Source: an optimization exercise on an open RTL-to-GDS flow (aim: a short achievable clock period and few clock cycles). Production flows keep margins and buffers that such runs may drop.

## rev 12
Design TinyMIPS, start of the top module:
module TinyMIPS(clk, rst, data_fromRAM, wrEn, addr_toRAM, data_toRAM);
export LEC_CHECK = 0
export CAP_MARGIN = 20
export CORE_MARGIN = 2
export CORE_UTILIZATION = 40
export SETUP_SLACK_MARGIN = 4.3
export SLEW_MARGIN = 20
create_clock -name core_clock -period 7.0 [get_ports {clk}]
run.sh (not shown) runs the stock make flow with config.mk's settings and CLKGATE_MAP_FILE= SYNTH_SCRIPT=/design/flow/synth_recipe.tcl, a recipe that flattens the netlist after the stock synthesis.
### rev 12 -> rev 13
--- a/flow/design.v
+++ b/flow/design.v
@@ -28,14 +28,15 @@
 	reg       ev, e_ann;
 	reg       e_alu, e_mul, e_ld, e_st, e_sh, e_beq, e_blt, e_bgt, e_pred, e_btb, e_off1, e_off2;
 	reg [2:0] ed;
 	reg [15:0] eA, eB, eC;
 	reg [1:0] cA, cB, cC;    
 	reg [1:0] tA, tB, tC;    
 	reg       sAr, sAm, sAl, sBr, sBm, sBl, sCr, sCm, sCl;   
+	reg       sAe, sBe, sCe;                                 
 	reg [7:0] e_pc;
 	reg [5:0] e_imm;
 	reg       skip_pend;
 	reg       rv, mv, lv;
 	reg [2:0] rd_, md, ldd;
 	reg [15:0] res_r, mres_r, ld_r;
 	reg       memv, wbv;
@@ -49,17 +50,17 @@
 	reg       bi_r, bd_r;
 	reg [7:0] bi_pc, bi_tg, bi_tp;
 	always @* begin
 		addr_toRAM = ar;
 		wrEn = wr;
 		data_toRAM = dr;
 	end
-	wire [15:0] opA = ({16{sAr}} & res_r) | ({16{sAm}} & mres_r) | ({16{sAl}} & ld_r) | ({16{~(sAr | sAm | sAl)}} & eA);
-	wire [15:0] opB = ({16{sBr}} & res_r) | ({16{sBm}} & mres_r) | ({16{sBl}} & ld_r) | ({16{~(sBr | sBm | sBl)}} & eB);
-	wire [15:0] opC = ({16{sCr}} & res_r) | ({16{sCm}} & mres_r) | ({16{sCl}} & ld_r) | ({16{~(sCr | sCm | sCl)}} & eC);
+	wire [15:0] opA = ({16{sAr}} & res_r) | ({16{sAm}} & mres_r) | ({16{sAl}} & ld_r) | ({16{sAe}} & eA);
+	wire [15:0] opB = ({16{sBr}} & res_r) | ({16{sBm}} & mres_r) | ({16{sBl}} & ld_r) | ({16{sBe}} & eB);
+	wire [15:0] opC = ({16{sCr}} & res_r) | ({16{sCm}} & mres_r) | ({16{sCl}} & ld_r) | ({16{sCe}} & eC);
 	wire e_wait = cA[1] | cB[1] | cC[1] | (e_mul & (sBr | sBm | sBl | sCr | sCm | sCl));
 	wire evx = ev & ~e_ann;                    
 	wire ex_go = evx & ~e_wait & ~smc;
 	wire ex_hold = evx & e_st & wr & (&ar);    
 	wire [15:0] sum;
 	TinyMIPS_add16 u_add (.a(opB), .b(opC), .s(sum));
 	wire sh_zero = (|opC[15:6]) | opC[4];
@@ -586,14 +587,17 @@
 		sAl <= ex_free ? (useA & (fwA == 4'b0110)) : ((cA == 2'd2) & (tA == 2'd2));
 		sBr <= ex_free ? (useB & (fwB == 4'b0100)) : ((cB == 2'd2) & (tB == 2'd0));
 		sBm <= ex_free ? (useB & (fwB == 4'b0101)) : ((cB == 2'd2) & (tB == 2'd1));
 		sBl <= ex_free ? (useB & (fwB == 4'b0110)) : ((cB == 2'd2) & (tB == 2'd2));
 		sCr <= ex_free ? (useC & (fwC == 4'b0100)) : ((cC == 2'd2) & (tC == 2'd0));
 		sCm <= ex_free ? (useC & (fwC == 4'b0101)) : ((cC == 2'd2) & (tC == 2'd1));
 		sCl <= ex_free ? (useC & (fwC == 4'b0110)) : ((cC == 2'd2) & (tC == 2'd2));
+		sAe <= ex_free ? ~(useA & (fwA[3:2] == 2'd1)) : (cA != 2'd2);
+		sBe <= ex_free ? ~(useB & (fwB[3:2] == 2'd1)) : (cB != 2'd2);
+		sCe <= ex_free ? ~(useC & (fwC[3:2] == 2'd1)) : (cC != 2'd2);
 		if (rst) begin
 			ar <= 8'd0;
 			afetch <= 1'b1;
 			cfetch <= 1'b0;
 			csel <= 1'b0;
 			pf <= 1'b0;
 			fr <= 8'd0;
Notes after the runs:
The run showing the smaller critical path depth is rev 13. Rev 13 vs rev 12, end point of the critical path: ar[3]$_SDFF_PP0_ vs pcf[2]$_SDFF_PP0_. Rev 13 ended with less routed length on met3 than rev 12. On worst path setup slack after routing, rev 13 does better than rev 12. Row arrival time at the worst endpoint: rev 13 lower / rev 12 higher. On count of clock-buffer cells in the layout: rev 13 sits below rev 12. Against rev 12, rev 13 comes in 0.73 points lower on total global-route track usage. Register area share after synthesis was higher in rev 12 than in rev 13. Final-layout fill cell count (lower): rev 12. Comparing rev 13 with rev 12, the ratio of routed vias to standard cells came out essentially unchanged. Compared to rev 12, rev 13 has worst max-slew margin expressed relative to the limit 6.0 points higher. ~same number of buffers between clock root and the deepest sink in rev 13 and rev 12. Lower peak clock frequency supported by timing was reported by rev 12, not rev 13.
No functional check of the RTL was part of any run of this note.

-- what the ideal ports hide --
How much do the figures lean on ideal ports? The routed layouts below were timed once more, with nothing changed but the port constraints. Step 1 assumes that a clkbuf_16 drives the clock port and a buf_2 every other input. Step 2, shift: input delay + t, output delay - t, t = (earliest + latest rising clock arrival at the registers) / 2. This alone moves slack from input paths to output paths. Slacks: ideal / step 1 / step 2; pairs: ideal / step 1.
run	t, ns	setup WS [ns]	worst setup path at the end
rev 12	0.797	2.874 / 2.874 / 2.298	input to register
rev 13	0.800	3.087 / 3.087 / 2.400	input to register
After both steps every run listed still meets setup and hold. For rev 13, which loses most, drivers alone change the setup slack by 0.000 ns; drivers and shift together by -0.687 ns.
